Background: an optimization exercise with open tools, aiming at small area and a short achievable clock period. Do not read the settings as production practice.
In this exercise RTL edits were held to simulation tests only and were not proved equivalent to the original.
Power figures rest on the tool's default switching activity, not on a simulated workload.

$ cat flow/run.sh
#!/bin/bash
# Own flow for RISC_TOY_SYS. Runs in the standard flow's work folder (design.v,
# config.mk, standard.sh, synth_recipe.tcl, flow/, out/).
#  1. design_gl.v: design.v with two combinational modules replaced by
#     gate-level ones (flow/gen_gl.py): the register file's read selector
#     (RFREAD, an a222oi AND-OR tree) and the EX operand selector's last
#     gate (OPMUX, a21o). They have no registers, so the registers are the
#     standard synthesis's.
#  2. Synthesis is synth_recipe.tcl with the ABC pass called through a Tcl
#     proc (same arguments; the script is flow/abc.script if present).
#  3. the standard layout (standard.sh) with small port buffers
#     (buf_2) instead of buffer_ports' default delay cells, and repair_timing
#     aimed below the clock period (the SDC is unchanged); clock tree
#     synthesis without dummy loads.
# Each tool's output goes to a log file of its own here.
set -euo pipefail
W=$(pwd)
python3 flow/gen_gl.py "$W/rfread_gl.v" > gen_gl.log 2>&1
python3 - "$W/design.v" "$W/rfread_gl.v" "$W/design_gl.v" > design_gl.log 2>&1 <<'PY'
import re, sys
src = open(sys.argv[1]).read()
gl = open(sys.argv[2]).read()
for m in ("RFREAD", "OPMUX"):
    pat = re.compile(r"\bmodule\s+" + m + r"\b.*?\bendmodule\b", re.S)
    assert len(pat.findall(src)) == 1, m + " not found exactly once"
    src = pat.sub("", src)
open(sys.argv[3], "w").write(src + "\n" + gl)
print("design_gl.v written")
PY
# ABC: ORFS's script, or flow/abc.script when there is one
if [[ -f flow/abc.script ]]; then
  ABCP="set i [lsearch \$args -script]; if {\$i >= 0} { lset args [expr {\$i+1}] $W/flow/abc.script }; "
else
  ABCP=""
fi
{
  echo 'proc synth {args} { yosys synth -nofsm -noshare {*}$args }'
  echo "proc abc {args} { ${ABCP}yosys abc {*}\$args }"
  tail -n +2 synth_recipe.tcl
} > my_synth.tcl
bash standard.sh \
  "VERILOG_FILES=$W/design_gl.v" \
  "SYNTH_SCRIPT=$W/my_synth.tcl" \
  "BUFFER_PORTS_ARGS=-buffer_cell sky130_fd_sc_hd__buf_2" \
  "SETUP_SLACK_MARGIN=8.4" \
  "CTS_ARGS=-sink_clustering_enable -repair_clock_nets -sink_clustering_size 14 -sink_clustering_max_diameter 80 -buf_list sky130_fd_sc_hd__clkbuf_8 -dont_use_dummy_load" \
  finish > standard_flow.log 2>&1
$ cat flow/gen_gl.py
#!/usr/bin/env python3
"""Writes gate-level (sky130hd cells) versions of two RTL modules, used by
flow/run.sh in place of the RTL ones:
  RFREAD (rtl/model.v): 33-way one-hot AND-OR, 32 bits (a222oi tree);
  OPMUX (rtl/stage_EX.v): Y = E | (S & L), 32 bits (one a21o per bit)."""
import sys
P = "sky130_fd_sc_hd__"
NT, W = 33, 32
o = ["// Generated by flow/gen_gl.py for the own flow.",
     "module RFREAD (S, D, Y);",
     f"  input [{NT-1}:0] S;",
     f"  input [{NT*W-1}:0] D;",
     f"  output [{W-1}:0] Y;"]
for b in range(W):
    o.append(f"  wire [10:0] n{b};")
    o.append(f"  wire [2:0] p{b};")
    for g in range(11):
        t = [3*g, 3*g+1, 3*g+2]
        o.append(f"  {P}a222oi_1 a{b}_{g} (.A1(S[{t[0]}]), .A2(D[{t[0]*W+b}]), .B1(S[{t[1]}]), .B2(D[{t[1]*W+b}]), .C1(S[{t[2]}]), .C2(D[{t[2]*W+b}]), .Y(n{b}[{g}]));")
    o.append(f"  {P}nand4_1 q{b}_0 (.A(n{b}[0]), .B(n{b}[1]), .C(n{b}[2]), .D(n{b}[3]), .Y(p{b}[0]));")
    o.append(f"  {P}nand4_1 q{b}_1 (.A(n{b}[4]), .B(n{b}[5]), .C(n{b}[6]), .D(n{b}[7]), .Y(p{b}[1]));")
    o.append(f"  {P}nand3_1 q{b}_2 (.A(n{b}[8]), .B(n{b}[9]), .C(n{b}[10]), .Y(p{b}[2]));")
    o.append(f"  {P}or3_1 r{b} (.A(p{b}[0]), .B(p{b}[1]), .C(p{b}[2]), .X(Y[{b}]));")
o.append("endmodule")
o += ["module OPMUX (E, S, L, Y);",
      "  input [31:0] E;", "  input S;", "  input [31:0] L;", "  output [31:0] Y;"]
for b in range(32):
    o.append(f"  {P}a21o_1 m{b} (.A1(S), .A2(L[{b}]), .B1(E[{b}]), .X(Y[{b}]));")
o.append("endmodule")
open(sys.argv[1], "w").write("\n".join(o) + "\n")
$ cat standard.sh
#!/bin/bash
# synth_recipe.tcl (not shown) runs the flow's synth.tcl, then flattens the netlist and writes it again
# the make line also repeats each setting of config.mk as NAME=value (left out here)
make -C /OpenROAD-flow-scripts/flow DESIGN_CONFIG=/design/flow/config.mk WORK_HOME=/design/flow/orfs CLKGATE_MAP_FILE= SYNTH_SCRIPT=/design/flow/synth_recipe.tcl "${@:-finish}"
$ cat config.mk
export PLATFORM = sky130hd
export DESIGN_NAME = RISC_TOY_SYS
export DESIGN_NICKNAME = RISC_TOY_SYS
export VERILOG_FILES = /design/flow/design.v
export SDC_FILE = /design/flow/constraint.sdc
export NUM_CORES = 8
export LEC_CHECK = 0
export CAP_MARGIN = 20
export CORE_MARGIN = 2
export CORE_UTILIZATION = 55
export CTS_BUF_LIST = sky130_fd_sc_hd__clkbuf_8
export CTS_CLUSTER_DIAMETER = 80
export CTS_CLUSTER_SIZE = 14
export SETUP_SLACK_MARGIN = 0.2
export SLEW_MARGIN = 20
$ cat constraint.sdc
create_clock -name core_clock -period 14.0 [get_ports {CLK}]
set_input_delay 2.8000 -clock core_clock [delete_from_list [all_inputs] [get_ports {CLK}]]
set_output_delay 2.8000 -clock core_clock [all_outputs]
set_load 0.01 [all_outputs]
$ cat design.v
module REGFILE (
    input  wire          CLK,
    input  wire          RSTN,
    input  wire          WE,
    input  wire [4:0]    WA,
    input  wire [31:0]   DI,
    output wire [1023:0] Q,         
    output wire [31:0]   VALID,     
    output wire [31:0]   CONSIG,
    output wire [31:0]   CONSIG_D    
);
    reg [31:0] r31;
    reg [30:0] valid;
    reg [31*32-1:0] rf;
    wire [31:0] wdec = WE ? (32'd1 << WA) : 32'd0;
    integer w;
    always @(posedge CLK) begin
        for (w = 0; w < 31; w = w + 1)
            if (wdec[w]) rf[w*32 +: 32] <= DI;
    end
    always @(posedge CLK or negedge RSTN) begin
        if (!RSTN) begin
            valid <= 31'd0;
            r31   <= 32'd0;
        end else begin
            valid <= valid | wdec[30:0];
            if (wdec[31]) r31 <= DI;
        end
    end
    assign Q      = {r31, rf};
    assign VALID  = {1'b1, valid};
    assign CONSIG = r31;
    assign CONSIG_D = wdec[31] ? DI : r31;
endmodule
module RFREAD (
    input  wire [32:0]      S,
    input  wire [33*32-1:0] D,
    output reg  [31:0]      Y
);
    integer k;
    always @(*) begin
        Y = 32'd0;
        for (k = 0; k < 33; k = k + 1)
            Y = Y | ({32{S[k]}} & D[k*32 +: 32]);
    end
endmodule
module OPMUX (
    input  wire [31:0] E,
    input  wire        S,
    input  wire [31:0] L,
    output wire [31:0] Y
);
    assign Y = E | ({32{S}} & L);
endmodule
module RISC_TOY (
    input  wire        CLK,
    input  wire        RSTN,
    output wire        IREQ,
    output wire [29:0] IADDR,
    input  wire [31:0] INSTR,
    output wire        DREQ,
    output wire [1:0]  DRW,
    output wire [29:0] DADDR,
    output wire [31:0] DWDATA,
    output wire [31:0] CONSIG,
    output wire [31:0] CONSIG_D,
    input  wire [31:0] DRDATA
);
    reg [31:0] PC, PC_ID;
    reg        jump_d;               
    reg [31:0] RD1_EX, RD2_EX, IMM_EX;
    reg        RW_EX, DREQ_EX, LD_EX;                    
    reg        BAL_EX, BZ_EX, BNZ_EX, BPOS_EX, BNEG_EX;   
    reg        DRW0_EX, LDRES_EX, LINK_EX;
    reg [4:0]  RAC_EX;
    reg [3:0]  SA_EX, SB_EX;         
    reg [5:0]  SBB_EX;               
    reg        SHREG_EX;             
    reg [4:0]  SHIMM_EX;
    reg        OP_ADD, OP_SUB;
    reg [3:0]  LUT_EX;      
    reg        OP_SHL, OP_LSR, OP_ASR, OP_ROR, OP_PC;
    reg [31:0] ALU_MEM, RD2_MEM;
    reg        RW_MEM, DREQ_MEM;                         
    reg [1:0]  DRW_MEM;
    reg [4:0]  RAC_MEM;
    reg        LDRES_MEM, LINK_MEM;
    reg [31:0] WBVAL;
    reg        RW_WB;                                    
    reg [4:0]  RAC_WB;
    reg        LD_WB;
    wire [31:0] RESULT_WB = LD_WB ? DRDATA : WBVAL;
    wire [4:0] op = INSTR[31:27];
    wire [4:0] fa = INSTR[26:22];
    wire [4:0] fb = INSTR[21:17];
    wire [4:0] fc = INSTR[16:12];
    wire isADD  = op == 5'b00000;
    wire isADDI = op == 5'b00001;
    wire isSUB  = op == 5'b00010;
    wire isNEG  = op == 5'b00011;
    wire isNOT  = op == 5'b00100;
    wire isAND  = op == 5'b00101;
    wire isANDI = op == 5'b00110;
    wire isOR   = op == 5'b00111;
    wire isORI  = op == 5'b01000;
    wire isXOR  = op == 5'b01001;
    wire isLSR  = op == 5'b01010;
    wire isASR  = op == 5'b01011;
    wire isSHL  = op == 5'b01100;
    wire isROR  = op == 5'b01101;
    wire isMOVI = op == 5'b01110;
    wire isJ    = op == 5'b01111;
    wire isJL   = op == 5'b10000;
    wire isBR   = op == 5'b10001;
    wire isBRL  = op == 5'b10010;
    wire isST   = op == 5'b10011;
    wire isSTR  = op == 5'b10100;
    wire isLD   = op == 5'b10101;
    wire isLDR  = op == 5'b10110;
    wire isLDIP = op == 5'b10111;
    wire isSTIP = op == 5'b11000;
    wire regwrite = isADD | isADDI | isSUB | isNEG | isNOT | isAND | isANDI | isOR |
                    isORI | isXOR | isLSR | isASR | isSHL | isROR | isMOVI | isJL |
                    isBRL | isLD | isLDR;
    wire memreq   = isST | isSTR | isLD | isLDR | isLDIP | isSTIP;
    wire isload   = isLD | isLDR | isLDIP;                   
    wire drw0     = isLDIP | isSTIP;                         
    wire branch   = isBR | isBRL;
    wire jump     = isJ | isJL;
    wire pcrel    = isLDR | isSTR;
    wire useimm   = isADDI | isANDI | isORI | isMOVI | isJ | isJL | isST | isSTR |
                    isLD | isLDR | isLDIP | isSTIP;
    wire nn  = isNEG | isNOT;
    wire stx = isST | isSTR;
    function mA;    
        input [4:0] R;
        input nn_, str_;
        input [4:0] fb_, fc_;
        mA = ~str_ & (nn_ ? (fc_ == R) : (fb_ == R));
    endfunction
    function mB;    
        input [4:0] R;
        input nn_, stx_;
        input [4:0] fa_, fc_;
        mB = stx_ ? (fa_ == R) : (~nn_ & (fc_ == R));
    endfunction
    wire taken;
    wire flush = taken | jump_d;
    wire hz    = LD_EX & (RAC_EX != 5'd0) &
                 (mA(RAC_EX, nn, isSTR, fb, fc) | mB(RAC_EX, nn, stx, fa, fc));
    wire vld   = ~taken & ~jump_d & ~hz;     
    wire [31:0] sext17 = {{15{INSTR[16]}}, INSTR[16:0]};
    wire [31:0] zext17 = {15'd0, INSTR[16:0]};
    wire [31:0] sext22 = {{10{INSTR[21]}}, INSTR[21:0]};
    wire [31:0] zext22 = {10'd0, INSTR[21:0]};
    wire [31:0] P4_ID  = PC_ID + 32'd4;
    wire        tbase  = ~(INSTR[31] & INSTR[29]);
    wire [31:0] target = (tbase ? P4_ID : PC_ID) + sext22;
    reg [31:0] imm_ID;
    always @(*) begin
        if (jump)                      imm_ID = P4_ID;       
        else if (isBRL)                imm_ID = PC_ID;       
        else if (isST | isLD)          imm_ID = (fb == 5'b11111) ? zext17 : sext17;
        else if (isSTR | isLDR)        imm_ID = target;      
        else if (isLDIP | isSTIP)      imm_ID = zext22;
        else                           imm_ID = sext17;
    end
    wire [1023:0] rf_q;
    wire [31:0]   rf_valid;
    REGFILE u_rf (
        .CLK(CLK), .RSTN(RSTN),
        .WE(RW_WB), .WA(RAC_WB), .DI(RESULT_WB),
        .Q(rf_q), .VALID(rf_valid),
        .CONSIG(CONSIG), .CONSIG_D(CONSIG_D)
    );
    wire fwd1 = RW_WB & (RAC_WB != 5'd0) & mA(RAC_WB, nn, isSTR, fb, fc);
    wire fwd2 = RW_WB & (RAC_WB != 5'd0) & mB(RAC_WB, nn, stx, fa, fc);
    wire [31:0] decfa = 32'd1 << fa;
    wire [31:0] decfb = 32'd1 << fb;
    wire [31:0] decfc = 32'd1 << fc;
    wire [31:0] wbm   = RW_WB ? ((32'd1 << RAC_WB) & 32'hFFFFFFFE) : 32'd0;
    wire [31:0] rmask = rf_valid & ~wbm;
    wire [31:0] dec1  = (nn ? decfc : decfb) & rmask;
    wire [31:0] dec2  = (stx ? decfa : nn ? 32'd0 : decfc) & rmask;
    wire [32:0] sel1 = {fwd1, dec1};
    wire [32:0] sel2 = {fwd2, dec2};
    wire [31:0] RD1_ID, RD2_ID;
    RFREAD u_rd1 (.S(sel1), .D({RESULT_WB, rf_q}), .Y(RD1_ID));
    RFREAD u_rd2 (.S(sel2), .D({RESULT_WB, rf_q}), .Y(RD2_ID));
    wire fmA = RW_EX  & (RAC_EX  != 5'd0) & mA(RAC_EX,  nn, isSTR, fb, fc);
    wire fwA = RW_MEM & (RAC_MEM != 5'd0) & mA(RAC_MEM, nn, isSTR, fb, fc);
    wire fmB = RW_EX  & (RAC_EX  != 5'd0) & mB(RAC_EX,  nn, stx, fa, fc);
    wire fwB = RW_MEM & (RAC_MEM != 5'd0) & mB(RAC_MEM, nn, stx, fa, fc);
    wire zeroA = (fb == 5'b11111);
    wire [3:0] sa_ID = pcrel ? 4'b0000 :      
                       zeroA ? 4'b0000 :
                       fmA   ? 4'b0010 :
                       fwA   ? (LDRES_MEM ? 4'b1000 : 4'b0100) : 4'b0001;
    wire [3:0] sb_ID = fmB   ? 4'b0010 :
                       fwB   ? (LDRES_MEM ? 4'b1000 : 4'b0100) : 4'b0001;
    wire [31:0] A_EX;
    wire [31:0] PCp4 = PC + 32'd4;
    wire [31:0] pc_base = (hz & ~jump_d) ? PC : (jump & ~jump_d) ? target : PCp4;
    wire [31:0] pc_next = taken ? A_EX : pc_base;
    always @(posedge CLK or negedge RSTN) begin
        if (!RSTN) begin
            PC     <= 32'd0;
            PC_ID  <= 32'd0;
            jump_d <= 1'b0;
        end else begin
            PC     <= pc_next;
            PC_ID  <= flush ? 32'd0 : hz ? PC_ID : PC;
            jump_d <= jump & ~flush;
        end
    end
    assign IREQ  = RSTN ? 1'b1 : 1'b0;
    assign IADDR = PC[29:0];
    wire [2:0] bc = INSTR[2:0];
    always @(posedge CLK or negedge RSTN) begin
        if (!RSTN) begin
            RW_EX   <= 1'b0;
            DREQ_EX <= 1'b0;
            LD_EX   <= 1'b0;
            BAL_EX  <= 1'b0;
            BZ_EX   <= 1'b0;
            BNZ_EX  <= 1'b0;
            BPOS_EX <= 1'b0;
            BNEG_EX <= 1'b0;
        end else begin
            RW_EX   <= vld & regwrite;
            DREQ_EX <= vld & memreq;
            LD_EX   <= vld & isload;
            BAL_EX  <= vld & branch & (bc == 3'b001);
            BZ_EX   <= vld & branch & (bc == 3'b010);
            BNZ_EX  <= vld & branch & (bc == 3'b011);
            BPOS_EX <= vld & branch & (bc == 3'b100);
            BNEG_EX <= vld & branch & (bc == 3'b101);
        end
    end
    always @(posedge CLK) begin
        RD1_EX    <= RD1_ID;
        RD2_EX    <= RD2_ID;
        IMM_EX    <= imm_ID;
        RAC_EX    <= fa;
        DRW0_EX   <= drw0;
        LDRES_EX  <= isload;
        LINK_EX   <= isJL | isBRL;
        SA_EX     <= isNEG ? 4'b0000 : sa_ID;
        SB_EX     <= sb_ID;
        SBB_EX    <= isNEG ? {sa_ID[0], 1'b0, sa_ID[3:1], 1'b0} : useimm ? 6'b010000 : {2'b00, sb_ID};
        SHREG_EX  <= INSTR[5];
        SHIMM_EX  <= INSTR[4:0];
        OP_ADD    <= isADD | isADDI | isST | isSTR | isLD | isLDR;
        OP_SUB    <= isSUB | isNEG;
        LUT_EX    <= (isAND | isANDI)                     ? 4'b1000 :
                     (isOR | isORI)                       ? 4'b1110 :
                     isXOR                                ? 4'b0110 :
                     isNOT                                ? 4'b0011 :
                     (isMOVI | branch | isLDIP | isSTIP)  ? 4'b1010 : 4'b0000;
        OP_PC     <= isJL;      
        OP_SHL    <= isSHL;
        OP_LSR    <= isLSR;
        OP_ASR    <= isASR;
        OP_ROR    <= isROR;
    end
    wire [31:0] A_e  = ({32{SA_EX[0]}} & RD1_EX)  | ({32{SA_EX[1]}} & ALU_MEM) |
                       ({32{SA_EX[2]}} & WBVAL);
    wire [31:0] R2_e = ({32{SB_EX[0]}} & RD2_EX)  | ({32{SB_EX[1]}} & ALU_MEM) |
                       ({32{SB_EX[2]}} & WBVAL);
    wire [31:0] B_e  = ({32{SBB_EX[0]}} & RD2_EX)  | ({32{SBB_EX[1]}} & ALU_MEM) |
                       ({32{SBB_EX[2]}} & WBVAL)   | ({32{SBB_EX[4]}} & IMM_EX) |
                       ({32{SBB_EX[5]}} & RD1_EX);
    wire [31:0] A, R2, B;
    OPMUX u_opa (.E(A_e),  .S(SA_EX[3]),  .L(DRDATA), .Y(A));
    OPMUX u_opr (.E(R2_e), .S(SB_EX[3]),  .L(DRDATA), .Y(R2));
    OPMUX u_opb (.E(B_e),  .S(SBB_EX[3]), .L(DRDATA), .Y(B));
    assign A_EX = A;
    wire r2z = (R2 == 32'd0);
    assign taken = BAL_EX | (BZ_EX & r2z) | (BNZ_EX & ~r2z) |
                   (BPOS_EX & ~R2[31]) | (BNEG_EX & R2[31]);
    wire [31:0] Y   = B ^ {32{OP_SUB}};
    wire [31:0] SUM = A + Y + {31'd0, OP_SUB};
    wire [4:0] sh = SHREG_EX ? R2[4:0] : SHIMM_EX;
    function [31:0] rev32;
        input [31:0] v;
        integer i;
        begin
            for (i = 0; i < 32; i = i + 1) rev32[i] = v[31-i];
        end
    endfunction
    wire [31:0] SX = OP_SHL ? rev32(A) : A;
    wire [31:0] RR = (({SX, SX}) >> sh);
    wire [31:0] MK = 32'hFFFFFFFF >> sh;
    wire [31:0] T  = RR & MK;
    wire [31:0] SHR = T | ({32{OP_ASR & A[31]}} & ~MK);
    wire [31:0] alu =
        ({32{OP_ADD | OP_SUB}} & SUM) |
        ({32{LUT_EX[0]}} & ~A & ~B) |
        ({32{LUT_EX[1]}} & ~A &  B) |
        ({32{LUT_EX[2]}} &  A & ~B) |
        ({32{LUT_EX[3]}} &  A &  B) |
        ({32{OP_PC}}    & PC) |
        ({32{OP_SHL}}   & rev32(T)) |
        ({32{OP_LSR | OP_ASR}} & SHR) |
        ({32{OP_ROR}}   & RR);
    always @(posedge CLK or negedge RSTN) begin
        if (!RSTN) begin
            RW_MEM   <= 1'b0;
            DREQ_MEM <= 1'b0;
        end else begin
            RW_MEM   <= RW_EX;
            DREQ_MEM <= DREQ_EX;
        end
    end
    always @(posedge CLK) begin
        ALU_MEM   <= alu;
        RD2_MEM   <= LINK_EX ? IMM_EX : R2;    
        DRW_MEM   <= {LD_EX, DRW0_EX};
        RAC_MEM   <= RAC_EX;
        LDRES_MEM <= LDRES_EX;
        LINK_MEM  <= LINK_EX;
    end
    assign DREQ   = DREQ_MEM;
    assign DRW    = DRW_MEM;
    assign DADDR  = ALU_MEM[29:0];
    assign DWDATA = RD2_MEM;
    always @(posedge CLK or negedge RSTN) begin
        if (!RSTN) RW_WB <= 1'b0;
        else       RW_WB <= RW_MEM;
    end
    always @(posedge CLK) begin
        WBVAL  <= LINK_MEM ? RD2_MEM : ALU_MEM;
        RAC_WB <= RAC_MEM;
        LD_WB  <= LDRES_MEM;
    end
endmodule
module MAC10 (
    input  wire [9:0] acc,
    input  wire [3:0] a,
    input  wire [3:0] b,
    output wire [9:0] s
);
    wire t1 = acc[3] ^ (a[1] & b[2]);
    wire t2 = acc[3] & (a[1] & b[2]);
    wire t3 = acc[4] ^ (a[2] & b[2]) ^ ~(a[3] & b[1]);
    wire t4 = (acc[4] & (a[2] & b[2])) | (acc[4] & ~(a[3] & b[1])) | ((a[2] & b[2]) & ~(a[3] & b[1]));
    wire t5 = acc[2] ^ (a[0] & b[2]);
    wire t6 = acc[2] & (a[0] & b[2]);
    wire t7 = (a[2] & b[1]) ^ ~(a[3] & b[0]) ^ ~(a[0] & b[3]);
    wire t8 = ((a[2] & b[1]) & ~(a[3] & b[0])) | ((a[2] & b[1]) & ~(a[0] & b[3])) | (~(a[3] & b[0]) & ~(a[0] & b[3]));
    wire t9 = ~(a[1] & b[3]) ^ 1'b1 ^ t3;
    wire t10 = (~(a[1] & b[3]) & 1'b1) | (~(a[1] & b[3]) & t3) | (1'b1 & t3);
    wire t11 = acc[5] ^ ~(a[3] & b[2]) ^ ~(a[2] & b[3]);
    wire t12 = (acc[5] & ~(a[3] & b[2])) | (acc[5] & ~(a[2] & b[3])) | (~(a[3] & b[2]) & ~(a[2] & b[3]));
    wire t13 = acc[1] ^ (a[0] & b[1]);
    wire t14 = acc[1] & (a[0] & b[1]);
    wire t15 = (a[1] & b[1]) ^ (a[2] & b[0]) ^ t5;
    wire t16 = ((a[1] & b[1]) & (a[2] & b[0])) | ((a[1] & b[1]) & t5) | ((a[2] & b[0]) & t5);
    wire t17 = t1 ^ t7 ^ t6;
    wire t18 = (t1 & t7) | (t1 & t6) | (t7 & t6);
    wire t19 = t2 ^ t9 ^ t8;
    wire t20 = (t2 & t9) | (t2 & t8) | (t9 & t8);
    wire t21 = t4 ^ t11 ^ t10;
    wire t22 = (t4 & t11) | (t4 & t10) | (t11 & t10);
    wire t23 = acc[6] ^ (a[3] & b[3]) ^ t12;
    wire t24 = (acc[6] & (a[3] & b[3])) | (acc[6] & t12) | ((a[3] & b[3]) & t12);
    wire t25 = acc[7] ^ 1'b1;
    wire t26 = acc[7] & 1'b1;
    wire t27 = acc[8] ^ 1'b1;
    wire t28 = acc[8] & 1'b1;
    wire t29 = acc[9] ^ 1'b1;
    wire t30 = acc[9] & 1'b1;
    wire [9:0] x = {t29, t27, t25, t23, t21, t19, t17, t15, (a[1] & b[0]), acc[0]};
    wire [9:0] y = {t28, t26, t24, t22, t20, t18, t16, t14, t13, (a[0] & b[0])};
    wire [10:0] c;
    assign c[0] = 1'b0;
    genvar i;
    generate for (i = 0; i < 10; i = i + 1) begin : g_rc
        assign s[i] = x[i] ^ y[i] ^ c[i];
        assign c[i+1] = (x[i] & y[i]) | (x[i] & c[i]) | (y[i] & c[i]);
    end endgenerate
endmodule
module MAC10F (
    input  wire [9:0] acc,
    input  wire [3:0] a,
    input  wire [3:0] b,
    output wire [9:0] s
);
    wire t1 = acc[1] ^ (a[0] & b[1]) ^ (a[1] & b[0]);
    wire t2 = (acc[1] & (a[0] & b[1])) | (acc[1] & (a[1] & b[0])) | ((a[0] & b[1]) & (a[1] & b[0]));
    wire t3 = acc[2] ^ (a[0] & b[2]) ^ (a[1] & b[1]);
    wire t4 = (acc[2] & (a[0] & b[2])) | (acc[2] & (a[1] & b[1])) | ((a[0] & b[2]) & (a[1] & b[1]));
    wire t5 = acc[3] ^ (a[1] & b[2]) ^ (a[2] & b[1]);
    wire t6 = (acc[3] & (a[1] & b[2])) | (acc[3] & (a[2] & b[1])) | ((a[1] & b[2]) & (a[2] & b[1]));
    wire t7 = ~(a[3] & b[0]) ^ ~(a[0] & b[3]);
    wire t8 = ~(a[3] & b[0]) & ~(a[0] & b[3]);
    wire t9 = acc[4] ^ (a[2] & b[2]) ^ ~(a[3] & b[1]);
    wire t10 = (acc[4] & (a[2] & b[2])) | (acc[4] & ~(a[3] & b[1])) | ((a[2] & b[2]) & ~(a[3] & b[1]));
    wire t11 = ~(a[1] & b[3]) ^ 1'b1;
    wire t12 = ~(a[1] & b[3]) & 1'b1;
    wire t13 = acc[5] ^ ~(a[3] & b[2]) ^ ~(a[2] & b[3]);
    wire t14 = (acc[5] & ~(a[3] & b[2])) | (acc[5] & ~(a[2] & b[3])) | (~(a[3] & b[2]) & ~(a[2] & b[3]));
    wire t15 = t2 ^ t3 ^ (a[2] & b[0]);
    wire t16 = (t2 & t3) | (t2 & (a[2] & b[0])) | (t3 & (a[2] & b[0]));
    wire t17 = t4 ^ t5 ^ t7;
    wire t18 = (t4 & t5) | (t4 & t7) | (t5 & t7);
    wire t19 = t6 ^ t8 ^ t9;
    wire t20 = (t6 & t8) | (t6 & t9) | (t8 & t9);
    wire t21 = t10 ^ t12 ^ t13;
    wire t22 = (t10 & t12) | (t10 & t13) | (t12 & t13);
    wire t23 = t14 ^ acc[6] ^ (a[3] & b[3]);
    wire t24 = (t14 & acc[6]) | (t14 & (a[3] & b[3])) | (acc[6] & (a[3] & b[3]));
    wire t25 = t18 ^ t19 ^ t11;
    wire t26 = (t18 & t19) | (t18 & t11) | (t19 & t11);
    wire t27 = t24 ^ acc[7] ^ 1'b1;
    wire t28 = (t24 & acc[7]) | (t24 & 1'b1) | (acc[7] & 1'b1);
    wire t29 = t26 ^ t20 ^ t21;
    wire t30 = (t26 & t20) | (t26 & t21) | (t20 & t21);
    wire t31 = t28 ^ acc[8] ^ 1'b1;
    wire t32 = (t28 & acc[8]) | (t28 & 1'b1) | (acc[8] & 1'b1);
    wire t33 = t30 ^ t22 ^ t23;
    wire t34 = (t30 & t22) | (t30 & t23) | (t22 & t23);
    wire t35 = t32 ^ acc[9] ^ 1'b1;
    wire t36 = (t32 & acc[9]) | (t32 & 1'b1) | (acc[9] & 1'b1);
    wire [9:0] x = {t35, t31, t34, t33, t29, t25, t16, t15, t1, acc[0]};
    wire [9:0] y = {1'b0, 1'b0, t27, 1'b0, 1'b0, 1'b0, t17, 1'b0, 1'b0, (a[0] & b[0])};
    assign s = x + y;
endmodule
module CUSTOM_IP (
    input  wire        CLK,
    input  wire        RSTN,
    input  wire [31:0] IPIN,
    input  wire [31:0] CON,
    input  wire [31:0] CON_D,    
    output wire [31:0] IPOUT
);
    wire start_bit = CON[2];
    wire is_3x3    = CON[0];
    wire init_bit  = CON[1];
    reg        receiving_enable, computing_enable;
    reg [2:0]  cnt;
    reg [4:0]  exec_cnt;
    reg        clr_mac, update_ready;
    reg [1:0]  mac_enable;
    reg        last_start_bit;
    reg        zrows;
    reg [15:0] buf0, buf1, buf2, buf3, buf4, buf5, buf6, buf7;
    wire start_evt = start_bit & ~last_start_bit & ~receiving_enable & ~computing_enable;
    always @(posedge CLK or negedge RSTN) begin
        if (!RSTN) begin
            receiving_enable <= 1'b0;
            computing_enable <= 1'b0;
            cnt              <= 3'd0;
            exec_cnt         <= 5'd0;
            clr_mac          <= 1'b0;
            update_ready     <= 1'b0;
            mac_enable       <= 2'b00;
            last_start_bit   <= 1'b0;
            zrows            <= 1'b0;
        end else begin
            last_start_bit <= start_bit;
            if (init_bit) begin
                receiving_enable <= 1'b0;
                computing_enable <= 1'b0;
                cnt              <= 3'd0;
                exec_cnt         <= 5'd0;
            end
            if (start_evt) begin
                receiving_enable <= 1'b1;
                cnt              <= 3'd1;
                zrows            <= 1'b0;
            end else if (receiving_enable) begin
                if (cnt == 3'd7) begin
                    receiving_enable <= 1'b0;
                    cnt              <= 3'd0;
                    computing_enable <= 1'b1;
                    exec_cnt         <= 5'd0;
                    if (init_bit) zrows <= 1'b1;
                end else begin
                    cnt <= cnt + 3'd1;
                end
            end
            if (computing_enable && !init_bit) begin
                exec_cnt <= exec_cnt + 5'd1;
                if (exec_cnt == 5'd0) begin
                    clr_mac      <= 1'b1;
                    update_ready <= 1'b1;
                    mac_enable   <= is_3x3 ? 2'b01 : 2'b11;
                end else if (exec_cnt == 5'd1) begin
                    clr_mac <= 1'b0;
                end else if (exec_cnt > 5'd12) begin
                    computing_enable <= 1'b0;
                    update_ready     <= 1'b0;
                    mac_enable       <= 2'b00;
                    exec_cnt         <= 5'd0;
                end
            end else if (init_bit) begin
                clr_mac      <= 1'b1;
                update_ready <= 1'b1;
                mac_enable   <= is_3x3 ? 2'b01 : 2'b11;
            end else begin
                clr_mac      <= 1'b0;
                update_ready <= 1'b0;
                mac_enable   <= 2'b00;
            end
        end
    end
    wire [15:0] wdata = (is_3x3 && receiving_enable && (cnt == 3'd3 || cnt == 3'd7)) ? 16'd0 : IPIN[15:0];
    wire [7:0]  wrow  = start_evt ? 8'd1 : receiving_enable ? (8'd1 << cnt) : 8'd0;
    always @(posedge CLK) begin
        if (wrow[0]) buf0 <= wdata;
        if (wrow[1]) buf1 <= wdata;
        if (wrow[2]) buf2 <= wdata;
        if (wrow[3]) buf3 <= wdata;
        if (wrow[4]) buf4 <= wdata;
        if (wrow[5]) buf5 <= wdata;
        if (wrow[6]) buf6 <= wdata;
        if (wrow[7]) buf7 <= wdata;
    end
    wire [15:0] row [0:7];
    assign row[0] = buf0;
    assign row[1] = buf1;
    assign row[2] = buf2;
    assign row[3] = buf3;
    assign row[4] = buf4;
    assign row[5] = buf5;
    assign row[6] = buf6;
    assign row[7] = buf7;
    wire [13:0] d;
    genvar ge;
    generate
        for (ge = 0; ge < 14; ge = ge + 1) begin : g_dec
            assign d[ge] = computing_enable & (exec_cnt == ge);
        end
    endgenerate
    reg [3:0] a_in_row [0:3];
    reg [3:0] b_in_col [0:3];
    integer r, c, t;
    always @(*) begin
        for (r = 0; r < 4; r = r + 1) begin
            a_in_row[r] = 4'd0;
            for (t = 0; t < 4; t = t + 1)
                if (d[r + t + 2] && !zrows && !(is_3x3 && (r == 3 || t == 3)))
                    a_in_row[r] = a_in_row[r] | row[r][t*4 +: 4];
        end
        for (c = 0; c < 4; c = c + 1) begin
            b_in_col[c] = 4'd0;
            for (t = 0; t < 4; t = t + 1)
                if (d[c + t + 2] && !(zrows && t != 3) && !(is_3x3 && c == 3))
                    b_in_col[c] = b_in_col[c] | row[4 + t][c*4 +: 4];
        end
    end
    reg  [63:0]  a_q, b_q;
    reg  [159:0] acc_q;
    reg  [1:0]   gvalid;
    wire [63:0]  pa, pb;
    wire [15:0]  en;
    wire [159:0] acc_d;
    genvar gi, gj;
    generate
        for (gi = 0; gi < 4; gi = gi + 1) begin : g_i
            for (gj = 0; gj < 4; gj = gj + 1) begin : g_j
                localparam integer N = gi * 4 + gj;
                wire [9:0] macs;
                assign en[N] = (gi == 3 || gj == 3) ? mac_enable[1] : mac_enable[0];
                if (gj == 0) begin : g_a0
                    assign pa[N*4 +: 4] = a_in_row[gi];
                end else begin : g_a1
                    assign pa[N*4 +: 4] = a_q[(N-1)*4 +: 4];
                end
                if (gi == 0) begin : g_b0
                    assign pb[N*4 +: 4] = b_in_col[gj];
                end else begin : g_b1
                    assign pb[N*4 +: 4] = b_q[(N-4)*4 +: 4];
                end
                if (gi == 0 || gj == 0) begin : g_fast    
                    MAC10F u_mac (.acc(acc_q[N*10 +: 10]), .a(pa[N*4 +: 4]), .b(pb[N*4 +: 4]), .s(macs));
                end else begin : g_small
                    MAC10  u_mac (.acc(acc_q[N*10 +: 10]), .a(pa[N*4 +: 4]), .b(pb[N*4 +: 4]), .s(macs));
                end
                assign acc_d[N*10 +: 10] = clr_mac ? 10'd0 : macs;
            end
        end
    endgenerate
    reg  [1:0] flush;
    always @(posedge CLK or negedge RSTN) begin
        if (!RSTN)               flush <= 2'd3;
        else if (flush != 2'd0)  flush <= flush - 2'd1;
    end
    wire fl = (flush != 2'd0);
    integer m;
    always @(posedge CLK) begin
        for (m = 0; m < 16; m = m + 1)
            if (en[m] | fl) begin
                a_q[m*4 +: 4] <= pa[m*4 +: 4];
                b_q[m*4 +: 4] <= pb[m*4 +: 4];
            end
    end
    integer q;
    always @(posedge CLK) begin
        for (q = 0; q < 16; q = q + 1)
            if (en[q] & update_ready) acc_q[q*10 +: 10] <= acc_d[q*10 +: 10];
    end
    always @(posedge CLK or negedge RSTN) begin
        if (!RSTN) gvalid <= 2'b00;
        else       gvalid <= gvalid | (mac_enable & {2{update_ready & clr_mac}});
    end
    wire [1:0]  gvalid_d = gvalid | (mac_enable & {2{update_ready & clr_mac}});
    wire [3:0]  sel_d    = {CON_D[7:6], CON_D[5:4]};
    wire        selg_d   = (CON_D[7:6] == 2'd3) | (CON_D[5:4] == 2'd3);
    wire        on_d     = CON_D[8] & gvalid_d[selg_d];
    reg  [15:0] rsel;
    always @(posedge CLK or negedge RSTN) begin
        if (!RSTN) rsel <= 16'd0;
        else       rsel <= on_d ? (16'd1 << sel_d) : 16'd0;
    end
    reg [9:0] cval;
    integer s;
    always @(*) begin
        cval = 10'd0;
        for (s = 0; s < 16; s = s + 1)
            cval = cval | ({10{rsel[s]}} & acc_q[s*10 +: 10]);
    end
    assign IPOUT = {{22{cval[9]}}, cval};
endmodule
module RISC_TOY_SYS (
    input  wire          CLK,
    input  wire          RSTN,
    output wire          IREQ,
    output wire [29:0]   IADDR,
    input  wire [31:0]   INSTR,
    output wire          DREQ,
    output wire [1:0]    DRW,
    output wire [29:0]   DADDR,
    output wire [31:0]   DWDATA,
    input  wire [31:0]   DRDATA,
    output wire [31:0]   CONSIG,
    input  wire [31:0]   IPIN,
    output wire [31:0]   IPOUT
);
    wire [31:0] consig_d;    
    RISC_TOY u_core (
        .CLK    (CLK),
        .RSTN   (RSTN),
        .IREQ   (IREQ),
        .IADDR  (IADDR),
        .INSTR  (INSTR),
        .DREQ   (DREQ),
        .DRW    (DRW),
        .DADDR  (DADDR),
        .DWDATA (DWDATA),
        .CONSIG (CONSIG),
        .CONSIG_D (consig_d),
        .DRDATA (DRDATA)
    );
    CUSTOM_IP u_ip (
        .CLK    (CLK),
        .RSTN   (RSTN),
        .IPIN   (IPIN),
        .CON    (CONSIG),
        .CON_D  (consig_d),
        .IPOUT  (IPOUT)
    );
endmodule
==> summary.md, run 1 <==
| Metric | Value |
|---|---|
| Worst hold slack | `roughly 0.34 ns` |
| GRT Util Overall | `0.413` |
| Final nets | `approximately 7,900` |
| DRC | `0` |
| EDFF count, synth | `~1,400` |
| CP endpoint kind | `output port` |
| RD Place Congestion | `slightly above 1` |
| Vias in the first global route | `between 60,000 and 70,000` |
| CTS Root Cell | `clkbuf_8` |
| Port Buffers | `about 240` |
| DRT iter0 DRCs | `between 15,000 and 20,000` |
| H-tree depth | `4` |
| Slowest stage delay, CP | `0.13 ns` |
| Critical-path cell list | `buf_16 > buf_6` |
| # rows | `around 150` |
| First-pass GRT wire length | `roughly 500,000 um` |
| Worst path top cell family by delay | `buffers and inverters` |
| RSZ-0062 raised after global routing | `yes` |
| WL final | `about 360,000 um` |
| Met2 routed WL | `about 150,000 um` |
| Area leader, netlist | `edfxtp_1` |
| Fmax | `about 170 MHz` |
| Slew margin rel. | `0.161` |
| Post-synthesis simple-gate area fraction | `0.0991` |
| Met3 Wirelength | `roughly 47,000 um` |
| Setup crit start | `RSTN` |
| Outcome | `timing/DRC/antenna clean` |
| Critical path buffer and inverter count | `2` |
| # IOs | `258` |
| Die H | `between 400 and 500 um` |
| CTS tree | `done` |
| Ys flop type | `edfxtp_1` |
| Largest family of logic cells by synthesized area | `compound AO/OA/AOI/OAI gates` |
| Pwr per Cell Area | `around 160 nW/um^2` |
| Synth top area cells | `edfxtp_1, a222oi_1, dfxtp_1, fa_1, dfrtp_1` |
| Library cells used by synthesis | `90` |
| Commonest non-fill, non-tap cells in the layout | `edfxtp_1, a222oi_1, nand2_1` |
| First drt pass iteration count | `14` |
| RR Startpoint | `u_ip.exec_cnt[4]` |
| Synth Area in XOR/XNOR | `0.0249` |
| Worst R2R Setup Slack | `between 8 and 9 ns` |
| Layout area overhead | `7.90%` |
| Hpwl dp | `~230,000 um` |
| Crit path max fanout | `3` |
| Period utilisation layout | `0.420` |
| Max layer used | `met5` |
| Worst setup endpoint | `IREQ` |
| Post-synth top area share | `0.452` |
| Worst skew pair latency | `just under 1 ns` |
| Core ar. | `165,000 um^2` |
| Die area | `about 170,000 um^2` |
| Final setup violation count | `0` |
| Number of vias per cell | `between 7 and 8` |
| Most common cell after layout, fill and taps aside | `edfxtp_1` |
| Yosys reg bits | `~1,800` |
| GRT Residual Overflow | `0` |
| Fin Clk Skew | `around 0.12 ns` |
| Layout Utilization | `0.598` |
| Hold WC Path Type | `reg -> reg` |
| Worst vdd ir | `0.105 mV` |
| Final total negative setup slack | `0 ns` |
| Maxcap violations | `0` |
| Worst-margin pin slew | `1.26 ns` |
| Post-Route M1 WL | `132,000 um` |
| Cell count along the critical path | `2` |
| Worst Setup Path Type | `in -> out` |
| Fin. Hold Viols | `0` |
| Reg2Reg Depth | `19` |
| Critical Path RT | `around 11 ns` |
| Synthesized instance count | `slightly above 7,000` |
| Data arrival, critical path | `a little over 3 ns` |
| Reg clk slew, reported paths | `roughly 0.09 ns` |
| Startpoint Class | `input pin` |
| Leakage Power | `around 0.037 uW` |
| Max Slew Vio Count | `0` |
| Mapped cell area | `91,400 um^2` |
| YS warnings | `5` |
| Seq/Total Area, Yosys | `0.554` |
| Clock Tree Buf Depth | `3` |
| Final min period | `about 5.9 ns` |
| End of the worst register-to-register path | `u_ip.acc_q[88]` |
| Chip Width | `between 400 and 500 um` |
| Hold Crit Depth | `0` |
| Post-synthesis mux area share | `0.0439` |
| Total power | `15,400 uW` |
| Antenna violations before repair | `between 40 and 50` |
| Antenna viol nets, final | `0` |
| Post-synthesis async set-or-reset flop share | `0.0969` |
| Compound-Gate Fraction of Synth Area | `0.166` |
| Adder-Cell Fraction of Synth Area | `0.0750` |
| Avg Inst Size Synth | `12.7 um^2` |
| Initial Util | `0.554` |
| CP max-delay cell | `buf_16` |
| WL/cell | `37.1 um` |
| Total CTS buffers | `150` |
| Vias | `just over 70,000` |
| Largest net degree at the start of global routing | `between 80 and 90` |
| Layout cells sized above 1 | `0.142` |
| Clock Sinks | `about 1,800` |
| Syn_nets | `between 7,000 and 8,000` |
==> state kept, by name, indices dropped and copies added, names as in the netlist, 31 cells and up <==
| name | cells |
|---|---|
| u_core.RD2_MEM | 32 |
| u_core.WBVAL | 32 |
| u_core.RD1_EX | 32 |
| u_core.RD2_EX | 32 |
| u_core.IMM_EX | 32 |
| u_ip.a_q | 48 |
| u_core.ALU_MEM | 32 |
| u_core.u_rf.valid | 31 |
| u_core.u_rf.rf | 992 |
| u_core.PC | 32 |
| u_ip.acc_q | 160 |
| u_core.u_rf.r31 | 32 |
| u_ip.b_q | 48 |
| u_core.PC_ID | 32 |
==> cell usage after synthesis (all sizes together) (76+ instances only) <==
master	instances
a21o	135
a21oi	187
a222oi	829
a22o	76
a22oi	90
and2	165
buf	165
clkbuf	228
dfrtp	172
dfxtp	246
edfxtp	1376
fa	237
ha	169
inv	384
mux2	148
mux2i	94
nand2	502
nand3	151
nand4	162
nor2	384
nor2b	104
nor3	85
o21ai	192
or3	80
xnor2	131
xor2	128
==> cell type report <==
cell class,instances,area [um^2]
antenna,51,128
clock buffer,150,2060
fill,13257,66400
inverter,384,1440
multi-input combinational,4640,38700
sequential,1796,50600
tap,2189,2740
timing repair buffer,434,2910
==> through the flow <==
step	std cells	setup WS [ns]	cell area [um^2]
3_5_place_dp	9410	6.65	95500
6_report	9644	8.13	98600
5_1_grt	9621	8.13	98600
4_1_cts	9573	8.14	98000
3_3_place_gp	9410	6.66	95500
2_1_floorplan	7212	8.30	91800
==> power by group <==
part / switching, uW / total, uW / internal (uW)
registers: 947 / 7710 / 6770
clock network: 1710 / 2670 / 957
logic: 3120 / 4980 / 1860
==> what timing repair did <==
action                                  in CTS  in global routing
resized for setup                           59                 73
gates cloned                                 3                  4
hold buffers                                 0                  0
endpoints found under the setup margin     175                 82
setup buffers                               10                 13
pin swaps                                   10                 16
==> worst min path at each step <==
| stage | from | endpoint | slack [ns] |
|---|---|---|---|
| final | u_core.LDRES_EX | u_core.LDRES_MEM | 0.34 |
| after global routing | u_core.DRW0_EX | u_core.DRW_MEM[0] | 0.35 |
| after CTS | u_core.LDRES_EX | u_core.LDRES_MEM | 0.33 |
| after detailed placement | u_core.DRW0_EX | u_core.DRW_MEM[0] | 0.31 |
| after global placement | u_core.DRW0_EX | u_core.DRW_MEM[0] | 0.31 |
| after floorplan | u_core.DRW0_EX | u_core.DRW_MEM[0] | 0.31 |
==> cells by family after synthesis <==
logic type,count (synthesis)
AO/OA/AOI/OAI,1841
XOR/XNOR,259
adder cells (fa/ha/maj),406
buffers and inverters,777
flip-flops,1796
multiplexers,303
AND/OR/NAND/NOR,1830
==> per-layer routing <==
| metal | vias up | track usage |
|---|---|---|
| li1 | 29192 | - |
| met1 | 36046 | 0.562 |
| met2 | 5678 | 0.602 |
| met3 | 951 | 0.0988 |
| met4 | 8 | 0.249 |
| met5 | - | 0 |
==> inputs of run 2 (changes only) <==
==> flow/abc.script (new file) <==
&get -n
&st
&dch
&nf
&st
&syn2
&if -g -K 6
&synch2
&nf
&st
&syn2
&if -g -K 6
&synch2
&nf
&st
&syn2
&if -g -K 6
&synch2
&nf
&st
&syn2
&if -g -K 6
&synch2
&nf
&st
&syn2
&if -g -K 6
&synch2
&nf
&put
topo
stime -c
==> run 2 against run 1 <==
Compared with the run above: fmax increased by 0.21%; critical path type unchanged; first-iteration DRC count increased by 1.8%; critical endpoint unchanged; clock-buffer cell count increased by 3; total power about the same; sequential power about the same.
==> summary.md, run 2 <==
| Metric | Value |
|---|---|
| Outcome | `timing/DRC/antenna clean` |
| Hpwl dp | `233,000 um (-0.46%)` |
| Die area | `167,000 um^2 (-1.3%)` |
| Final min period | `5.86 ns (-0.0124 ns)` |
| CTS tree | `done` |
| DRC | `0 (unchanged)` |
| GRT Residual Overflow | `0 (unchanged)` |
| Seq/Total Area, Yosys | `0.561 (+0.00726)` |
| Critical Path RT | `11.20 ns (about the same)` |
| Fin Clk Skew | `0.141 ns (+0.0219 ns)` |
| Library cells used by synthesis | `73 (-19%)` |
| WL/cell | `37.0 um (-0.28%)` |
| Critical-path cell list | `buf_16 > buf_6` |
| Core ar. | `163,000 um^2 (-1.3%)` |
| First-pass GRT wire length | `496,000 um (-0.48%)` |
| Largest net degree at the start of global routing | `86 (+6.2%)` |
| Data arrival, critical path | `3.06 ns (about the same)` |
| Area leader, netlist | `edfxtp_1` |
| Max reg flops | `992 (unchanged)` |
| Worst vdd ir | `0.127 mV (+21%)` |
| Fin cells | `9,650 (+0.062%)` |
| # IOs | `258 (unchanged)` |
| Syn_nets | `7,438 (-3.6%)` |
| Top-count cell post-synth | `edfxtp_1` |
| Post-place setup slack | `6.75 ns (+0.0952 ns)` |
| Final nets | `7,936 (+0.33%)` |
| Antenna violations before repair | `51 (+19%)` |
| Antenna viol nets, final | `0 (unchanged)` |
| Die H | `409 um (-0.64%)` |
| Startpoint Class | `input pin` |
| CP endpoint kind | `output port` |
| Slowest stage delay, CP | `0.13 ns (about the same)` |
| EDFF count, synth | `1,376 (unchanged)` |
| Most common cell after layout, fill and taps aside | `edfxtp_1` |
| Leakage Power | `0.0352 uW (-4.1%)` |
| Maxcap violations | `0 (unchanged)` |
| Worst setup margin | `8.14 ns (+0.0124 ns)` |
| # rows | `148 (-0.67%)` |
| Hold WC Path Type | `reg -> reg` |
| Reg clk slew, reported paths | `0.09 ns (about the same)` |
| Ys flop type | `edfxtp_1` |
| Vias in the first global route | `66,411 (-1.6%)` |
| Pwr per Cell Area | `156 nW/um^2 (about the same)` |
| H-tree depth | `4 (unchanged)` |
| Synth top area cells | `edfxtp_1, a222oi_1, dfxtp_1, fa_1, dfrtp_1` |
| Post-synth top area share | `0.458 (+0.00593)` |
| Chip Width | `409 um (-0.64%)` |
| Fin. Hold Viols | `0 (unchanged)` |
| First drt pass iteration count | `14 (unchanged)` |
| GRT Util Overall | `0.416 (+0.00340)` |
| Layout Utilization | `0.607 (+0.00888)` |
| Layout cells sized above 1 | `0.119 (-0.0222)` |
| YS warnings | `5 (unchanged)` |
| Post-synthesis async set-or-reset flop share | `0.0969 (unchanged)` |
| Vias | `71,837 (-0.053%)` |
| Mapped cell area | `90,200 um^2 (-1.3%)` |
| RSZ-0062 raised after global routing | `yes` |
| Period utilisation layout | `0.419 (-0.000889)` |
| Clock Tree Buf Depth | `3 (unchanged)` |
| Fmax | `171 MHz (+0.21%)` |
| CP max-delay cell | `buf_16` |
| DRT iter0 DRCs | `15,776 (+1.8%)` |
| Worst-margin pin slew | `1.27 ns (+0.0118 ns)` |
| Total power | `15,400 uW (about the same)` |
| Crit path max fanout | `2 (-1)` |
| RD Place Congestion | `1.06 (+5.2%)` |
| Synthesized instance count | `6,934 (-3.9%)` |
| Worst path top cell family by delay | `buffers and inverters` |
| Total CTS buffers | `153 (+2.0%)` |
| Critical path buffer and inverter count | `2 (unchanged)` |
| Commonest cells in the netlist | `edfxtp_1, a222oi_1, nand2_1` |
| Max Slew Vio Count | `0 (unchanged)` |
| Top Registers | `u_core.u_rf.rf x992, u_ip.acc_q x160` |
| Number of vias per cell | `7.44 (-0.12%)` |
| Yosys reg bits | `1,796 (unchanged)` |
| Avg Inst Size Synth | `13.0 um^2 (+2.7%)` |
| Worst Setup Path Type | `in -> out` |
| Layout area overhead | `9.45%` |
| Final setup violation count | `0 (unchanged)` |
| CTS Root Cell | `clkbuf_8` |
| Inst Count DP | `9,414 (+0.043%)` |
| Port Buffers | `241 (unchanged)` |
| WL final | `357,000 um (-0.21%)` |
| Most flops, register | `u_core.u_rf.rf` |
| Commonest non-fill, non-tap cells in the layout | `edfxtp_1, a222oi_1, nand2_1` |
| Initial Util | `0.554 (about the same)` |
| Final total negative setup slack | `0 ns (unchanged)` |
| Slew margin rel. | `0.153 (-0.00790)` |
| Clock Sinks | `1,796 (unchanged)` |
| Worst skew pair latency | `0.99 ns (about the same)` |
run 2: cell types whose count changed after synthesis, sizes merged:
cell / before / now
clkinv: 0 / 384
buf: 165 / 115
inv: 384 / 0
clkbuf: 228 / 0
nor4bb: 0 / 1
and4bb: 1 / 0
run 2: kinds of logic (layout without fill, tap and decap cells):
family | Yosys count | after routing | synth area share
DFF | 1796 | 1796 | 0.561
AOI/OAI and AO/OA | 1841 | 1841 | 0.168
muxes | 303 | 303 | 0.0441
xor gates and xnor gates | 259 | 259 | 0.0251
and+or+nand+nor | 1830 | 1835 | 0.100
adders and majority gates | 406 | 406 | 0.0760
other | 0 | 45 | 0
buffers and inverters | 499 | 990 | 0.0255
run 2: cell type report:
type / instances / area (um^2)
Fill cell: 12962 / 64000
Sequential cell: 1796 / 50600
Multi-Input combinational cell: 4644 / 38700
Timing Repair Buffer: 453 / 3010
Tap cell: 2175 / 2720
Clock buffer: 153 / 2110
Inverter: 384 / 1440
Antenna cell: 45 / 113
run 2: final timing paths:
kind,slack (ns),depth (start not counted),end,startpoint
worst min register to register,0.31,0,u_core.DRW_MEM[0],u_core.DRW0_EX
worst max-delay path,8.14,2,IREQ,RSTN
min in group asynchronous,1.80,1,u_ip.computing_enable,RSTN
worst min-delay path,0.31,0,u_core.DRW_MEM[0],u_core.DRW0_EX
max in group asynchronous,10.01,5,u_core.u_rf.r31[10],RSTN
worst max register to register,8.61,21,u_ip.acc_q[49],u_ip.exec_cnt[0]
run 2: metal layers:
layer,routed length [um],up-vias,GRT usage,share of wire
met5,118,-,0,0.00033
met4,26100,18,0.253,0.073
met3,50000,1012,0.118,0.14
met2,152000,5666,0.598,0.42
met1,130000,35906,0.562,0.36
li1,-,29235,-,-
run 2: stage by stage:
step / cell area [um^2] / hold WS [ns]
4_1_cts: 98200 / 0.309
3_3_place_gp: 95600 / 0.312
5_1_grt: 98700 / 0.325
2_1_floorplan: 90400 / 0.310
3_5_place_dp: 95600 / 0.313
6_report: 98700 / 0.308
run 2: power breakdown:
group,leakage [uW],switching (uW),internal (uW),total [uW]
Sequential,0.0168,917,6760,7680
Combinational,0.0172,3150,1850,5000
Clock,0.00110,1710,975,2690
run 2: what timing repair did:
item	4_1_cts	5_1_grt
buffers inserted	16	12
pin swaps	11	30
hold endpoints to repair	0	0
gates cloned	6	3
endpoints found under the setup margin	151	112
hold buffers	0	0
gates resized for setup	58	75
==> inputs of run 3 (changes only) <==
--- a/flow/run.sh
+++ b/flow/run.sh
@@ -11,7 +11,8 @@
 #  3. the standard layout (standard.sh) with small port buffers
 #     (buf_2) instead of buffer_ports' default delay cells, and repair_timing
 #     aimed below the clock period (the SDC is unchanged); clock tree
-#     synthesis without dummy loads.
+#     synthesis without dummy loads; RSTN and IREQ pins side by side
+#     (flow/io.tcl).
 # Each tool's output goes to a log file of its own here.
 set -euo pipefail
 W=$(pwd)
@@ -42,6 +43,7 @@
   "VERILOG_FILES=$W/design_gl.v" \
   "SYNTH_SCRIPT=$W/my_synth.tcl" \
   "BUFFER_PORTS_ARGS=-buffer_cell sky130_fd_sc_hd__buf_2" \
-  "SETUP_SLACK_MARGIN=8.4" \
+  "SETUP_SLACK_MARGIN=8.3" \
+  "IO_CONSTRAINTS=$W/flow/io.tcl" \
   "CTS_ARGS=-sink_clustering_enable -repair_clock_nets -sink_clustering_size 14 -sink_clustering_max_diameter 80 -buf_list sky130_fd_sc_hd__clkbuf_8 -dont_use_dummy_load" \
   finish > standard_flow.log 2>&1
==> flow/io.tcl (new file) <==
# Keep RSTN and IREQ (IREQ = RSTN through the two port buffers) side by side.
set_io_pin_constraint -pin_names {RSTN IREQ} -group -order
removed: flow/abc.script
==> run 3 against run 2 <==
Compared with the run above: fmax is 0.86% higher; total power hardly changed; sequential power hardly changed; still clean; first-iteration DRC count is 3.2% lower; highest routed layer unchanged; sequential cell count stayed put; wire length is 0.68% lower.
==> summary.md, run 3 <==
| Metric | Value |
|---|---|
| Slowest stage delay, CP | `0.11 ns (-0.02 ns)` |
| Leakage Power | `0.0367 uW (+4.3%)` |
| Core ar. | `165,000 um^2 (+1.4%)` |
| Pwr per Cell Area | `156 nW/um^2 (+0.22%)` |
| Chip Width | `412 um (+0.65%)` |
| Final setup violation count | `0 (unchanged)` |
| Hold Crit Depth | `0 (unchanged)` |
| Hpwl dp | `233,000 um (about the same)` |
| WL/cell | `36.9 um (-0.45%)` |
| Maxcap violations | `0 (unchanged)` |
| Worst-margin pin slew | `1.24 ns (-0.0255 ns)` |
| # rows | `149 (+0.68%)` |
| Die area | `169,000 um^2 (+1.3%)` |
| Fin Clk Skew | `0.113 ns (-0.0277 ns)` |
| Clock Tree Buf Depth | `3 (unchanged)` |
| Port Buffers | `241 (unchanged)` |
| Post-synth top area share | `0.452 (-0.00593)` |
| Seq/Total Area, Yosys | `0.554 (-0.00726)` |
| RSZ-0062 raised after global routing | `yes` |
| DRC | `0 (unchanged)` |
| Area leader, netlist | `edfxtp_1` |
| WL final | `355,000 um (-0.68%)` |
| Yosys reg bits | `1,796 (unchanged)` |
| Initial Util | `0.554 (about the same)` |
| Commonest non-fill, non-tap cells in the layout | `edfxtp_1, a222oi_1, nand2_1` |
| Startpoint Class | `input pin` |
| H-tree depth | `4 (unchanged)` |
| Total CTS buffers | `152 (-0.65%)` |
| CTS tree | `done` |
| Vias in the first global route | `66,844 (+0.65%)` |
| Final total negative setup slack | `0 ns (unchanged)` |
| Most flops, register | `u_core.u_rf.rf` |
| Fillers | `13,189 (+1.8%)` |
| Layout cells sized above 1 | `0.138 (+0.0188)` |
| Largest net degree at the start of global routing | `90 (+4.7%)` |
| Most common cell after layout, fill and taps aside | `edfxtp_1` |
| Worst Setup Path Type | `in -> out` |
| CP endpoint kind | `output port` |
| Worst setup margin | `8.19 ns (+0.0497 ns)` |
| Avg Inst Size Synth | `12.7 um^2 (-2.6%)` |
| YS warnings | `5 (unchanged)` |
| Mapped cell area | `91,400 um^2 (+1.3%)` |
| Ys flop type | `edfxtp_1` |
| Antenna violations before repair | `43 (-16%)` |
| CP max-delay cell | `buf_6` |
| Period utilisation layout | `0.415 (-0.00355)` |
| Hold WC Path Type | `reg -> reg` |
| Max reg flops | `992 (unchanged)` |
| Critical Path RT | `11.20 ns (about the same)` |
| Fmax | `172 MHz (+0.86%)` |
| Critical-path cell list | `buf_16 > buf_6` |
| Die H | `412 um (+0.65%)` |
| Worst skew pair latency | `1.00 ns (about the same)` |
| Reg clk slew, reported paths | `0.10 ns (about the same)` |
| Crit path max fanout | `3 (+1)` |
| Worst path top cell family by delay | `buffers and inverters` |
| EDFF count, synth | `1,376 (unchanged)` |
| Reg2Reg Depth | `17 (-19%)` |
| Cell count along the critical path | `2 (unchanged)` |
| Final nets | `7,912 (-0.30%)` |
| Synth top area cells | `edfxtp_1, a222oi_1, dfxtp_1, fa_1, dfrtp_1` |
| Max Slew Vio Count | `0 (unchanged)` |
| Data arrival, critical path | `3.01 ns (-0.05 ns)` |
| Post-synthesis async set-or-reset flop share | `0.0969 (unchanged)` |
| Fin. Hold Viols | `0 (unchanged)` |
| Total power | `15,400 uW (about the same)` |
| Vias | `71,451 (-0.54%)` |
| Critical path buffer and inverter count | `2 (unchanged)` |
| Final min period | `5.81 ns (-0.0497 ns)` |
| Top-count cell post-synth | `edfxtp_1` |
| DRT iter0 DRCs | `15,266 (-3.2%)` |
| # IOs | `258 (unchanged)` |
| Syn_nets | `7,716 (+3.7%)` |
| Post-place setup slack | `6.63 ns (-0.121 ns)` |
| Outcome | `timing/DRC/antenna clean` |
| Slew margin rel. | `0.171 (+0.0173)` |
| First drt pass iteration count | `14 (unchanged)` |
| Clock Sinks | `1,796 (unchanged)` |
| First-pass GRT wire length | `492,000 um (-0.81%)` |
| GRT Residual Overflow | `0 (unchanged)` |
| GRT Util Overall | `0.408 (-0.00822)` |
| RD Place Congestion | `1.02 (-4.0%)` |
| Layout area overhead | `7.70%` |
| Commonest cells in the netlist | `edfxtp_1, a222oi_1, nand2_1` |
| Number of vias per cell | `7.42 (-0.31%)` |
| Synthesized instance count | `7,212 (+4.0%)` |
| Worst vdd ir | `0.105 mV (-17%)` |
| Top Registers | `u_core.u_rf.rf x992, u_ip.acc_q x160` |
| Library cells used by synthesis | `90 (+23%)` |
| CTS Root Cell | `clkbuf_8` |
| Antenna viol nets, final | `0 (unchanged)` |
## run 3: cell count changes after synthesis, sizes merged
cell    before  now
and4bb       0    1
inv          0  384
buf        115  165
clkinv     384    0
clkbuf       0  228
nor4bb       1    0
## run 3: power by group
group / internal, uW / switching (uW)
logic: 1850 / 3140
registers: 6770 / 914
clock network: 969 / 1710
## run 3: per-stage QoR
step	cell area [um^2]	hold WS, ns	instances	util
CTS	97900	0.345	9577	0.594
floorplan	91700	0.310	7212	-
global route	98400	0.354	9614	0.596
finish	98400	0.344	9628	0.597
global placement	95500	0.310	9414	0.579
detailed placement	95600	0.316	9415	0.579
## run 3: per-layer routing
metal  global-route usage  part of all wire
met1                0.550              0.37
met2                0.596              0.43
met3               0.0990              0.13
met4                0.253             0.074
met5              0.00311           0.00048
## run 3: what timing repair did
action	in CTS	in global routing
cloned	3	4
buffers inserted	7	14
hold endpoints to repair	0	0
endpoints found under the setup margin	159	84
hold buffers	0	0
gates resized for setup	39	58
pin swaps	6	16
## run 3: cells by family after synthesis
family          count (synthesis)  share of synthesized area
mux                           303                     0.0439
flops                        1796                      0.554
xor+xnor                      259                     0.0249
buf+inv                       777                     0.0372
fa+ha+maj                     406                     0.0750
compound gates               1841                      0.166
simple gates                 1830                     0.0991
## run 3: area by class of cell
type / instances / area, um^2 / share of cell area
Clock buffer: 152 / 2090 / 0.0213
Multi-Input combinational cell: 4640 / 38600 / 0.392
Inverter: 384 / 1440 / 0.0146
Timing Repair Buffer: 434 / 2870 / 0.0291
Sequential cell: 1796 / 50600 / 0.514
Antenna cell: 33 / 82.6 / 0.000839
Tap cell: 2189 / 2740 / 0.0278
## run 3: worst paths after layout
kind	startpoint	to	slack, ns
setup / recovery	RSTN	IREQ	8.19
hold / removal	u_core.DRW0_EX	u_core.DRW_MEM[0]	0.34
setup reg to reg	u_ip.exec_cnt[0]	u_ip.acc_q[39]	8.48
hold reg to reg	u_core.DRW0_EX	u_core.DRW_MEM[0]	0.34
max in group asynchronous	RSTN	u_core.PC[5]	9.89
min in group asynchronous	RSTN	u_core.u_rf.r31[20]	1.73
==> inputs of run 4 (changes only) <==
--- a/flow/run.sh
+++ b/flow/run.sh
@@ -43,7 +43,7 @@
   "VERILOG_FILES=$W/design_gl.v" \
   "SYNTH_SCRIPT=$W/my_synth.tcl" \
   "BUFFER_PORTS_ARGS=-buffer_cell sky130_fd_sc_hd__buf_2" \
-  "SETUP_SLACK_MARGIN=8.3" \
+  "SETUP_SLACK_MARGIN=8.4" \
   "IO_CONSTRAINTS=$W/flow/io.tcl" \
   "CTS_ARGS=-sink_clustering_enable -repair_clock_nets -sink_clustering_size 14 -sink_clustering_max_diameter 80 -buf_list sky130_fd_sc_hd__clkbuf_8 -dont_use_dummy_load" \
   finish > standard_flow.log 2>&1
==> run 4 against run 3 <==
Compared with the run above: still clean; sequential power barely moved; global-route usage up 0.35 points; clock power about the same; first-iteration DRC count increased by 0.70%; utilization about the same; critical path depth did not move; critical path type unchanged; critical endpoint unchanged; largest power group unchanged.
==> summary.md, run 4 <==
| Metric | Value |
|---|---|
| Outcome | `timing/DRC/antenna clean` |
| Final total negative setup slack | `0 ns (unchanged)` |
| Final nets | `7,902 (-0.13%)` |
| Final min period | `5.83 ns (+0.0178 ns)` |
| Pwr per Cell Area | `156 nW/um^2 (-0.13%)` |
| CP endpoint kind | `output port` |
| Top-count cell post-synth | `edfxtp_1` |
| Max Slew Vio Count | `0 (unchanged)` |
| Leakage Power | `0.0366 uW (-0.15%)` |
| Clock power share | `0.175 (about the same)` |
| Number of vias per cell | `7.44 (+0.22%)` |
| Hold WC Path Type | `reg -> reg` |
| Mapped cell area | `91,400 um^2 (unchanged)` |
| Reg2Reg Depth | `19 (+2)` |
| Worst-margin pin slew | `1.28 ns (+0.0411 ns)` |
| Fin Clk Skew | `0.120 ns (+0.00740 ns)` |
| Antenna viol nets, final | `0 (unchanged)` |
| Critical path buffer and inverter count | `2 (unchanged)` |
| CP max-delay cell | `clkbuf_16` |
| Clock Sinks | `1,796 (unchanged)` |
| Commonest non-fill, non-tap cells in the layout | `edfxtp_1, a222oi_1, nand2_1` |
| Post-place setup slack | `6.81 ns (+0.181 ns)` |
| H-tree depth | `4 (unchanged)` |
| Worst R2R Setup Slack | `8.63 ns (+0.15 ns)` |
| CTS Root Cell | `clkbuf_8` |
| GRT Residual Overflow | `0 (unchanged)` |
| Initial Util | `0.554 (unchanged)` |
| Comb pwr share | `0.322 (-0.003)` |
| Fmax | `172 MHz (-0.31%)` |
| Post-synthesis async set-or-reset flop share | `0.0969 (unchanged)` |
| RSZ-0062 raised after global routing | `yes` |
| WHS Endpoint | `u_core.DRW_MEM[0]` |
| Ys flop type | `edfxtp_1` |
| Period utilisation layout | `0.416 (+0.00127)` |
| Vias in the first global route | `67,210 (+0.55%)` |
| Switch share | `0.376 (about the same)` |
| Reg clk slew, reported paths | `0.07 ns (-0.03 ns)` |
| Layout area overhead | `7.73% (about the same)` |
| Final setup violation count | `0 (unchanged)` |
| Worst vdd ir | `0.102 mV (-2.5%)` |
| RD Place Congestion | `1.01 (-0.75%)` |
| Synthesized instance count | `7,212 (unchanged)` |
| Synth top area cells | `edfxtp_1, a222oi_1, dfxtp_1, fa_1, dfrtp_1` |
| Most common cell after layout, fill and taps aside | `edfxtp_1` |
| GRT Util Overall | `0.412 (+0.00349)` |
| YS warnings | `5 (unchanged)` |
| Worst Setup Path Type | `in -> out` |
| Max reg flops | `992 (unchanged)` |
| Library cells used by synthesis | `90 (unchanged)` |
| Layout cells sized above 1 | `0.139 (+0.00113)` |
| Total CTS buffers | `151 (-0.66%)` |
| Die area | `169,000 um^2 (unchanged)` |
| Clock Tree Buf Depth | `3 (unchanged)` |
| Hold Path Origin | `u_core.DRW0_EX` |
| Syn_nets | `7,716 (unchanged)` |
| Maxcap violations | `0 (unchanged)` |
| Top Registers | `u_core.u_rf.rf x992, u_ip.acc_q x160` |
| Startpoint Class | `input pin` |
| Worst skew pair latency | `1.03 ns (+0.03 ns)` |
| Most flops, register | `u_core.u_rf.rf` |
| Critical Path RT | `11.20 ns (about the same)` |
| Critical-path cell list | `clkbuf_16 > buf_6` |
| Chip Width | `412 um (unchanged)` |
| Post-synth top area share | `0.452 (unchanged)` |
| Flop pwr share | `0.502 (+0.002)` |
| DRT iter0 DRCs | `15,373 (+0.70%)` |
| Core ar. | `165,000 um^2 (unchanged)` |
| Hold buffer count at cts | `0 (unchanged)` |
| Die H | `412 um (unchanged)` |
| Slowest stage delay, CP | `0.12 ns (about the same)` |
| First drt pass iteration count | `17 (+3)` |
-- run 4: repair_timing --
| item | CTS | global route |
|---|---|---|
| pin swaps | 6 | 23 |
| resized for setup | 58 | 58 |
| cloned | 4 | 2 |
| endpoints found under the hold margin | 0 | 0 |
| setup buffers | 5 | 18 |
| setup endpoints to repair | 129 | 79 |
-- run 4: metrics by stage --
step | total power (uW) | std cells | hold WS, ns | cell area, um^2
floorplan | 10600 | 7212 | 0.310 | 91800
global placement | 12400 | 9399 | 0.313 | 95400
detailed placement | 12500 | 9401 | 0.314 | 95500
CTS | 15200 | 9561 | 0.332 | 97900
global route | 16000 | 9599 | 0.347 | 98400
finish | 15300 | 9612 | 0.332 | 98500
-- run 4: power by group through the flow --
| stage | registers (uW) | logic, uW | clock network, uW |
|---|---|---|---|
| floorplan | 7240 | 3360 | 0 |
| global placement | 7740 | 4660 | 0 |
| detailed placement | 7750 | 4760 | 0 |
| CTS | 7640 | 4820 | 2700 |
| global route | 7730 | 5380 | 2880 |
| finish | 7710 | 4940 | 2690 |
-- run 4: worst max path at each step --
stage / cells after the start / slack [ns] / from / end
after global placement: 13 / 6.82 / INSTR[31] / u_core.IMM_EX[21]
final: 2 / 8.17 / RSTN / IREQ
after detailed placement: 12 / 6.81 / INSTR[31] / u_core.IMM_EX[17]
after floorplan: 1 / 8.30 / RSTN / IREQ
after CTS: 2 / 8.17 / RSTN / IREQ
after global routing: 2 / 8.17 / RSTN / IREQ
-- run 4: layout make-up --
type,instances,area (um^2),area share
diodes,27,67.6,0.000686
clock buffers,151,2080,0.0211
inverters,384,1440,0.0146
multi-input cells,4640,38700,0.393
flip-flops and latches,1796,50600,0.514
well taps,2189,2740,0.0278
repair buffers,425,2840,0.0288
-- run 4: kinds of logic (layout without fill, tap and decap cells) --
group	count (synthesis)	count (layout)	synth area share
AO/OA/AOI/OAI	1841	1841	0.166
XOR/XNOR	259	259	0.0249
adder cells (fa/ha/maj)	406	406	0.0750
buffers and inverters	777	960	0.0372
flip-flops	1796	1796	0.554
multiplexers	303	303	0.0439
other	0	27	0
AND/OR/NAND/NOR	1830	1831	0.0991
-- run 4: routing by layer --
metal / part of all wire / track usage / wire, um / up-vias
li1: - / - / - / 29146
met5: 0.00028 / 0 / 101 / -
met3: 0.14 / 0.112 / 49100 / 997
met1: 0.36 / 0.554 / 130000 / 35785
met2: 0.42 / 0.590 / 150000 / 5552
met4: 0.076 / 0.263 / 27100 / 12

[re-timing with driven ports]
The flow's constraints put no driver on any port. The routed layouts listed below were extracted and timed again, unchanged, in two steps.
Step 1 sets driving cells, clkbuf_16 on the clock port and buf_2 on the other inputs (assumed; they add their load-dependent delay and slew).
Step 2, shift: input delay + t, output delay - t, t = (earliest + latest rising clock arrival at the registers) / 2. This alone moves slack from input paths to output paths.
Three values: ideal ports, drivers, drivers and shift; two values: the first two.
run | shift t [ns] | slack for setup (ns)
run 1 | 1.019 | 8.125 / 7.849 / 7.252
run 2 | 1.012 | 8.138 / 7.873 / 7.183
run 3 | 1.023 | 8.187 / 7.942 / 7.204
run 4 | 1.052 | 8.170 / 7.917 / 7.250
After both steps every run listed still meets setup and hold.
